Source: an optimization exercise on an open RTL-to-GDS flow (aim: small area). Production flows keep margins and buffers that such runs may drop.
The RTL was checked by simulation tests, not by an equivalence proof against the original design.
The clock port is modelled as an ideal driver, which makes a skipped or thinned clock tree look cheaper than it is; a real chip needs a root buffer or a tree.
Power figures rest on the tool's default switching activity, not on a simulated workload.

## final_eight_adc
module final_eight_adc(
	input clk,
	input rst,
	output TxD,
	output TxD_busy,
	output SCK,
	output SS1,
	output MOSI,
	input MISO,
	output SCK1,
	output SS2,
	output MOSI1,
	input MISO1,
	output SCK2,
	output SS3,
	output MOSI2,
	input MISO2,
	output SCK3,
	output SS4,
	output MOSI3,
	input MISO3,
	output SCK4,
	output SS5,
	output MOSI4,
	input MISO4,
	output SCK5,
	output SS6,
	output MOSI5,
	input MISO5,
	output SCK6,
	output SS7,
	output MOSI6,
	input MISO6,
	output SCK7,
	output SS8,
	output MOSI7,
	input MISO7
);
For scale: ~420 cells after synthesis, ~150 flip-flops, roughly 36 I/O pins, about 5000 µm² of cells after synthesis.
Settings: LEC_CHECK=0, CAP_MARGIN=20, CORE_MARGIN=2, CORE_UTILIZATION=70, CTS_CLUSTER_DIAMETER=100, CTS_CLUSTER_SIZE=40, PLACE_DENSITY=0.8, SLEW_MARGIN=20; clock period 10.0 ns.
run.sh (not shown) runs the stock make flow with config.mk's settings and CLKGATE_MAP_FILE= SYNTH_SCRIPT=/design/flow/synth_recipe.tcl, a recipe that flattens the netlist after the stock synthesis.
Change:
- CORE_UTILIZATION: 70 -> 40
- CTS_CLUSTER_DIAMETER: 100 -> not set
- CTS_CLUSTER_SIZE: 40 -> not set
- PLACE_DENSITY: 0.8 -> not set
Power goes up by 2.3%.
Final area grows by 2.1%.
Area after synthesis does not change.
Routed wire length fell by 19%.

* * *

== run 1 ==
Another version of the RTL of final_eight_adc (not shown whole).
Size: about 150 flip-flops, about 36 I/O pins, roughly 0.0044 mm² of cells after synthesis.
==> flow/design.v (excerpt) <==
module final_eight_adc(
	input clk,
	input rst,
	output TxD,
	output TxD_busy,
	output SCK,
	output SS1,
	output MOSI,
	input MISO,
	output SCK1,
	output SS2,
	output MOSI1,
	input MISO1,
	output SCK2,
	output SS3,
	output MOSI2,
	input MISO2,
	output SCK3,
	output SS4,
	output MOSI3,
	input MISO3,
	output SCK4,
	output SS5,
	output MOSI4,
	input MISO4,
	output SCK5,
	output SS6,
	output MOSI5,
	input MISO5,
	output SCK6,
	output SS7,
	output MOSI6,
	input MISO6,
	output SCK7,
	output SS8,
	output MOSI7,
	input MISO7
);
clock: 10.0 ns
lec_check: 0
cap_margin: 20
core_margin: 2
core_utilization: 85
place_density: 0.92
slew_margin: 20
standard.sh (not shown) runs the stock make flow with config.mk's settings and CLKGATE_MAP_FILE= SYNTH_SCRIPT=/design/flow/synth_recipe.tcl, a recipe that flattens the netlist after the stock synthesis.
==> flow/flow/run.sh <==
#!/bin/bash
# The standard layout (standard.sh) with these changes:
# - synthesis maps the logic with an area-oriented ABC script
#   (flow/abc_map.script, in place of ORFS's abc_speed.script) in a copy
#   of ORFS's scripts folder; everything else in synthesis is unchanged;
# - ports are buffered with buf_1 cells;
# - the clock tree is built by flow/cts.tcl (clusters of flip-flops, one
#   clock buffer each, and a root buffer) in place of ORFS's CTS step; it
#   is tried with several cluster sizes and the tree with the least buffer
#   area whose clock pin slew is under the target is kept.
# Each ORFS step's full output is in orfs/logs/; the output of each part
# of this script is in its own log file here.
set -euo pipefail
here=$(pwd)
rm -rf "$here/scripts"
cp -r "$FLOW_HOME/scripts" "$here/scripts"
cp "$here/flow/abc_map.script" "$here/scripts/abc_speed.script"
export SCRIPTS_DIR="$here/scripts"
export BUFFER_PORTS_ARGS="-buffer_cell sky130_fd_sc_hd__buf_1"
bash standard.sh synth floorplan place > standard_place.log 2>&1
res="$here/orfs/results/$FLOW_PLATFORM/final_eight_adc/base"
target=0.105
best=""
best_area=""
for s in 8 9 10 11 12 13 14 16 19 22 25 30; do
  CTS_RESULTS="$res" CTS_PLATFORM_DIR="$FLOW_HOME/platforms/$FLOW_PLATFORM" \
    CTS_MAXS=$s CTS_TARGET_SLEW=$target CTS_OUT="$here/cts_try_$s" \
    openroad -no_init -exit "$here/flow/cts.tcl" > "cts_$s.log" 2>&1 || continue
  read -r area slew < "$here/cts_try_$s.txt"
  echo "cluster size $s: buffer area $area, worst slew $slew" >> cts_choice.log
  if awk -v s="$slew" -v t="$target" 'BEGIN { exit !(s <= t) }'; then
    if [[ -z "$best" ]] || awk -v a="$area" -v b="$best_area" 'BEGIN { exit !(a < b) }'; then
      best=$s
      best_area=$area
    fi
  fi
done
if [[ -z "$best" ]]; then
  echo "no clock tree met the target; using ORFS's CTS" >> cts_choice.log
  export CTS_ARGS="-sink_clustering_enable -repair_clock_nets -dont_use_dummy_load -buf_list sky130_fd_sc_hd__clkbuf_8"
else
  echo "chosen cluster size: $best" >> cts_choice.log
  cp "$here/cts_try_$best.odb" "$res/4_1_cts.odb"
  cp "$here/cts_try_$best.sdc" "$res/4_cts.sdc"
fi
rm -f "$here"/cts_try_*.odb
bash standard.sh > standard_finish.log 2>&1
==> flow/flow/abc_map.script <==
strash
dch -f
amap
strash
dch
amap
strash
dch
amap
topo
==> flow/flow/cts.tcl <==
set res $::env(CTS_RESULTS)
set plat $::env(CTS_PLATFORM_DIR)
set maxs $::env(CTS_MAXS)
set target $::env(CTS_TARGET_SLEW)
read_liberty $plat/lib/sky130_fd_sc_hd__tt_025C_1v80.lib
read_db $res/3_place.odb
read_sdc $res/3_place.sdc
source $plat/setRC.tcl
set db [ord::get_db]
set block [ord::get_db_block]
set clknet [$block findNet clk]
set sizes {sky130_fd_sc_hd__clkbuf_2 sky130_fd_sc_hd__clkbuf_4 sky130_fd_sc_hd__buf_6 sky130_fd_sc_hd__clkbuf_8 sky130_fd_sc_hd__clkbuf_16}

set sinks {}
foreach it [$clknet getITerms] {
  set box [[$it getInst] getBBox]
  lappend sinks [list $it [expr {([$box xMin] + [$box xMax]) / 2}] [expr {([$box yMin] + [$box yMax]) / 2}]]
}
puts "clock sinks: [llength $sinks]"

# recursive bisection into k clusters of nearly equal size, each cut
# across the longer side of the points' bounding box
proc bisect {pts k} {
  if {$k <= 1} { return [list $pts] }
  set xs {}; set ys {}
  foreach p $pts { lappend xs [lindex $p 1]; lappend ys [lindex $p 2] }
  set dx [expr {[tcl::mathfunc::max {*}$xs] - [tcl::mathfunc::min {*}$xs]}]
  set dy [expr {[tcl::mathfunc::max {*}$ys] - [tcl::mathfunc::min {*}$ys]}]
  set idx [expr {$dx >= $dy ? 1 : 2}]
  set s [lsort -integer -index $idx $pts]
  set k1 [expr {$k / 2}]
  set h [expr {[llength $s] * $k1 / $k}]
  return [concat [bisect [lrange $s 0 [expr {$h - 1}]] $k1] [bisect [lrange $s $h end] [expr {$k - $k1}]]]
}
set nclusters [expr {([llength $sinks] + $maxs - 1) / $maxs}]
set groups [bisect $sinks $nclusters]
puts "clusters: [llength $groups]"

set leaves {}
set k 0
foreach g $groups {
  set inst [odb::dbInst_create $block [$db findMaster [lindex $sizes 1]] "clkbuf_leaf_$k"]
  set net [odb::dbNet_create $block "clknet_leaf_$k"]
  $net setSigType CLOCK
  [$inst findITerm X] connect $net
  set sx 0; set sy 0
  foreach s $g {
    set it [lindex $s 0]
    $it disconnect
    $it connect $net
    incr sx [lindex $s 1]; incr sy [lindex $s 2]
  }
  $inst setLocation [expr {$sx / [llength $g]}] [expr {$sy / [llength $g]}]
  $inst setPlacementStatus PLACED
  lappend leaves $inst
  incr k
}
if {[llength $leaves] > 4} {
  set root [odb::dbInst_create $block [$db findMaster sky130_fd_sc_hd__clkbuf_16] "clkbuf_root"]
  set rnet [odb::dbNet_create $block "clknet_root"]
  $rnet setSigType CLOCK
  [$root findITerm A] connect $clknet
  [$root findITerm X] connect $rnet
  set sx 0; set sy 0
  foreach l $leaves {
    [$l findITerm A] connect $rnet
    set loc [$l getLocation]
    incr sx [lindex $loc 0]; incr sy [lindex $loc 1]
  }
  $root setLocation [expr {$sx / [llength $leaves]}] [expr {$sy / [llength $leaves]}]
  $root setPlacementStatus PLACED
} else {
  foreach l $leaves { [$l findITerm A] connect $clknet }
}
global_connect
detailed_placement
set_propagated_clock [all_clocks]

proc worst_slew {net} {
  set w 0
  foreach p [get_pins -of_objects [get_nets $net] -filter "direction == input"] {
    foreach prop {slew_max_rise slew_max_fall} {
      set v [get_property $p $prop]
      if {$v > $w} { set w $v }
    }
  }
  return $w
}
proc worst_clk_slew {} {
  set w 0
  foreach p [get_pins -hier */CLK] {
    foreach prop {slew_max_rise slew_max_fall} {
      set v [get_property $p $prop]
      if {$v > $w} { set w $v }
    }
  }
  return $w
}
# each leaf gets the smallest size whose sinks' slew is under the target
estimate_parasitics -placement
foreach l $leaves {
  set name [$l getName]
  set net [[[$l findITerm X] getNet] getName]
  foreach m $sizes {
    replace_cell $name $m
    estimate_parasitics -placement
    if {[worst_slew $net] <= $target} break
  }
}
detailed_placement
# legalizing may have moved cells: size up any leaf now over the target
for {set pass 0} {$pass < 3} {incr pass} {
  estimate_parasitics -placement
  set changed 0
  foreach l $leaves {
    set net [[[$l findITerm X] getNet] getName]
    set i [lsearch $sizes [[$l getMaster] getName]]
    if {[worst_slew $net] > $target && $i < [llength $sizes] - 1} {
      replace_cell [$l getName] [lindex $sizes [expr {$i + 1}]]
      incr changed
    }
  }
  if {!$changed} break
  detailed_placement
}
# a smaller root buffer, if the sinks' slew stays under the target
if {[llength $leaves] > 4} {
  foreach m {sky130_fd_sc_hd__clkbuf_8 sky130_fd_sc_hd__clkbuf_4} {
    set old [[$root getMaster] getName]
    replace_cell clkbuf_root $m
    estimate_parasitics -placement
    if {[worst_clk_slew] > $target} { replace_cell clkbuf_root $old; break }
  }
  detailed_placement
}
estimate_parasitics -placement
set w 0
foreach p [get_pins -hier */CLK] {
  foreach prop {slew_max_rise slew_max_fall} {
    set v [get_property $p $prop]
    if {$v > $w} { set w $v }
  }
}
puts "worst clock pin slew: $w"
set ca 0
foreach c [get_cells clkbuf_*] { set ca [expr {$ca + [get_property [get_lib_cells -of_objects $c] area]}] }
puts "clock buffer area: $ca"
report_clock_skew
report_checks -path_delay min -digits 3
check_placement -verbose
set out $::env(CTS_OUT)
write_db $out.odb
write_sdc -no_timestamp $out.sdc
set f [open $out.txt w]
puts $f "$ca $w"
close $f
What run 2 does differently from run 1 at the input level:
- PLACE_DENSITY changed from 0.92 to 0.8
- CORE_UTILIZATION changed from 85 to 70
--- a/flow/flow/run.sh
+++ b/flow/flow/run.sh
@@ -23,5 +23,5 @@
 best=""
 best_area=""
-for s in 8 9 10 11 12 13 14 16 19 22 25 30; do
+for s in 10 12 13 16 19 25; do
   CTS_RESULTS="$res" CTS_PLATFORM_DIR="$FLOW_HOME/platforms/$FLOW_PLATFORM" \
     CTS_MAXS=$s CTS_TARGET_SLEW=$target CTS_OUT="$here/cts_try_$s" \
==> flow/flow/abc_map.script <==
strash
dch -f
amap
strash
dch
amap
topo
--- a/flow/flow/cts.tcl
+++ b/flow/flow/cts.tcl
@@ -10,5 +10,5 @@
 set block [ord::get_db_block]
 set clknet [$block findNet clk]
-set sizes {sky130_fd_sc_hd__clkbuf_2 sky130_fd_sc_hd__clkbuf_4 sky130_fd_sc_hd__buf_6 sky130_fd_sc_hd__clkbuf_8 sky130_fd_sc_hd__clkbuf_16}
+set sizes {sky130_fd_sc_hd__clkbuf_2 sky130_fd_sc_hd__clkbuf_4 sky130_fd_sc_hd__clkbuf_8 sky130_fd_sc_hd__clkbuf_16}
 
 set sinks {}
@@ -87,4 +87,27 @@
   return $w
 }
+# size each leaf up until its sinks' slew is under the target
+for {set pass 0} {$pass < 4} {incr pass} {
+  estimate_parasitics -placement
+  set changed 0
+  foreach l $leaves {
+    set name [$l getName]
+    set net [[$l findITerm X] getNet]
+    set w [worst_slew [$net getName]]
+    set m [[$l getMaster] getName]
+    set i [lsearch $sizes $m]
+    if {$w > $target && $i < [llength $sizes] - 1} {
+      replace_cell $name [lindex $sizes [expr {$i + 1}]]
+      incr changed
+    } elseif {$pass == 0 && $i > 0} {
+      # try one size down
+      replace_cell $name [lindex $sizes [expr {$i - 1}]]
+      estimate_parasitics -placement
+      if {[worst_slew [$net getName]] > $target} { replace_cell $name $m }
+    }
+  }
+  detailed_placement
+  if {!$changed && $pass > 0} break
+}
 proc worst_clk_slew {} {
   set w 0
@@ -96,31 +119,4 @@
   }
   return $w
-}
-# each leaf gets the smallest size whose sinks' slew is under the target
-estimate_parasitics -placement
-foreach l $leaves {
-  set name [$l getName]
-  set net [[[$l findITerm X] getNet] getName]
-  foreach m $sizes {
-    replace_cell $name $m
-    estimate_parasitics -placement
-    if {[worst_slew $net] <= $target} break
-  }
-}
-detailed_placement
-# legalizing may have moved cells: size up any leaf now over the target
-for {set pass 0} {$pass < 3} {incr pass} {
-  estimate_parasitics -placement
-  set changed 0
-  foreach l $leaves {
-    set net [[[$l findITerm X] getNet] getName]
-    set i [lsearch $sizes [[$l getMaster] getName]]
-    if {[worst_slew $net] > $target && $i < [llength $sizes] - 1} {
-      replace_cell [$l getName] [lindex $sizes [expr {$i + 1}]]
-      incr changed
-    }
-  }
-  if {!$changed} break
-  detailed_placement
 }
 # a smaller root buffer, if the sinks' slew stays under the target
Findings:
- First-pass GRT wire length, run 2 vs run 1: down by more than a quarter
- Tap cell instance count (higher): run 2
- On fraction of power consumed by sequential logic, run 1 and run 2 are neck and neck.
- Global-route met1 utilization: run 2 < run 1
- Going from run 1 to run 2, post-placement cell count went up 1.9%, synthesized instance count went up 4.
- Run 2 vs run 1: number of nets at the end of the flow up slightly
- Summary of run 2 over run 1: overall global routing resource usage saw a decrease, final instance count without filler cells grew by about 1.8%, combinational fraction of design power decreased by 0.2 points relative to the old numbers, sum of met3 wire segment lengths after detailed routing decreased about 60%.
Relative to run 2, the following input files were edited for run 3:
- a change of PLACE_DENSITY from 0.8 to 0.95
- a change of CORE_UTILIZATION from 70 to 90
--- a/flow/flow/run.sh
+++ b/flow/flow/run.sh
@@ -23,5 +23,5 @@
 best=""
 best_area=""
-for s in 10 12 13 16 19 25; do
+for s in 8 9 10 11 12 13 14 16 19 22 25 30; do
   CTS_RESULTS="$res" CTS_PLATFORM_DIR="$FLOW_HOME/platforms/$FLOW_PLATFORM" \
     CTS_MAXS=$s CTS_TARGET_SLEW=$target CTS_OUT="$here/cts_try_$s" \
==> flow/flow/abc_map.script <==
strash
dch -f
amap
strash
dch
amap
strash
dch
amap
topo
--- a/flow/flow/cts.tcl
+++ b/flow/flow/cts.tcl
@@ -10,5 +10,5 @@
 set block [ord::get_db_block]
 set clknet [$block findNet clk]
-set sizes {sky130_fd_sc_hd__clkbuf_2 sky130_fd_sc_hd__clkbuf_4 sky130_fd_sc_hd__clkbuf_8 sky130_fd_sc_hd__clkbuf_16}
+set sizes {sky130_fd_sc_hd__clkbuf_2 sky130_fd_sc_hd__clkbuf_4 sky130_fd_sc_hd__buf_6 sky130_fd_sc_hd__clkbuf_8 sky130_fd_sc_hd__clkbuf_16}
 
 set sinks {}
@@ -87,27 +87,4 @@
   return $w
 }
-# size each leaf up until its sinks' slew is under the target
-for {set pass 0} {$pass < 4} {incr pass} {
-  estimate_parasitics -placement
-  set changed 0
-  foreach l $leaves {
-    set name [$l getName]
-    set net [[$l findITerm X] getNet]
-    set w [worst_slew [$net getName]]
-    set m [[$l getMaster] getName]
-    set i [lsearch $sizes $m]
-    if {$w > $target && $i < [llength $sizes] - 1} {
-      replace_cell $name [lindex $sizes [expr {$i + 1}]]
-      incr changed
-    } elseif {$pass == 0 && $i > 0} {
-      # try one size down
-      replace_cell $name [lindex $sizes [expr {$i - 1}]]
-      estimate_parasitics -placement
-      if {[worst_slew [$net getName]] > $target} { replace_cell $name $m }
-    }
-  }
-  detailed_placement
-  if {!$changed && $pass > 0} break
-}
 proc worst_clk_slew {} {
   set w 0
@@ -119,4 +96,31 @@
   }
   return $w
+}
+# each leaf gets the smallest size whose sinks' slew is under the target
+estimate_parasitics -placement
+foreach l $leaves {
+  set name [$l getName]
+  set net [[[$l findITerm X] getNet] getName]
+  foreach m $sizes {
+    replace_cell $name $m
+    estimate_parasitics -placement
+    if {[worst_slew $net] <= $target} break
+  }
+}
+detailed_placement
+# legalizing may have moved cells: size up any leaf now over the target
+for {set pass 0} {$pass < 3} {incr pass} {
+  estimate_parasitics -placement
+  set changed 0
+  foreach l $leaves {
+    set net [[[$l findITerm X] getNet] getName]
+    set i [lsearch $sizes [[$l getMaster] getName]]
+    if {[worst_slew $net] > $target && $i < [llength $sizes] - 1} {
+      replace_cell [$l getName] [lindex $sizes [expr {$i + 1}]]
+      incr changed
+    }
+  }
+  if {!$changed} break
+  detailed_placement
 }
 # a smaller root buffer, if the sinks' slew stays under the target
## What came out
Run 3: it failed with a tool error in 5_1_grt, so there are no final results. Comparing run 3 and run 2, the higher post-detailed-placement cell area is on run 2. Run 3 vs. run 2: count of buffers inserted at the top-level ports comparable, overall die width now smaller, count of placed standard cells including taps now smaller, number of flops mapped to enable cells by yosys comparable. Diff run 2 -> run 3: number of rows in the core area fell 11%; share of synthesized area occupied by flip-flops and latches rose 0.20 points.
### run 3 -> run 4
- CORE_UTILIZATION changed from 90 to 85
- PLACE_DENSITY changed from 0.95 to 0.92
--- a/flow/flow/run.sh
+++ b/flow/flow/run.sh
@@ -23,5 +23,5 @@
 best=""
 best_area=""
-for s in 8 9 10 11 12 13 14 16 19 22 25 30; do
+for s in 10 12 13 16 19 25; do
   CTS_RESULTS="$res" CTS_PLATFORM_DIR="$FLOW_HOME/platforms/$FLOW_PLATFORM" \
     CTS_MAXS=$s CTS_TARGET_SLEW=$target CTS_OUT="$here/cts_try_$s" \
[summary]
Of run 3 and run 4, only run 3 never reached the final stage. Run 3: it failed with a tool error in 5_1_grt, so there are no final results. Status: synthesized area parity (run 4, run 3). Run 3 → run 4: synthesized cell count ~0 delta, half-perimeter wire length after detailed placement lost 23%, number of placed instances, taps included now larger, worst slack at placement neither gained nor lost much.
In run 1, run 2 and run 4 the design's own scripts or RTL, not TritonCTS, make the clock network.

## separate check: timing with driven ports
The flow's constraints put no driver on any port. The routed layouts listed below were extracted and timed again, unchanged, in two steps.
Step 1 (the two cells are an assumption about what drives the block):
set clk [get_ports {clk}]
set_driving_cell -lib_cell sky130_fd_sc_hd__clkbuf_16 $clk
set_driving_cell -lib_cell sky130_fd_sc_hd__buf_2 [delete_from_list [all_inputs] $clk]
Step 2 adds t to the input delays and takes it off the output delays; t is the mean of the earliest and latest rising clock arrival at the registers after step 1. Input paths then give back, and output paths get back, about the clock's delay inside the block.
Three values: ideal ports, drivers, drivers and shift; two values: the first two.
run	t, ns	setup slack, ns	worst setup path after step 2
the first run of note 1	0.546	5.331 / 5.298 / 5.843	register to output
the second run of note 1	0.447	5.407 / 5.368 / 5.814	register to output
run 1	0.524	5.751 / 5.723 / 5.914	input to register
run 2	0.513	5.709 / 5.682 / 6.191	input to register
run 4	0.524	5.751 / 5.723 / 5.914	input to register
After both steps every run listed still meets setup and hold.
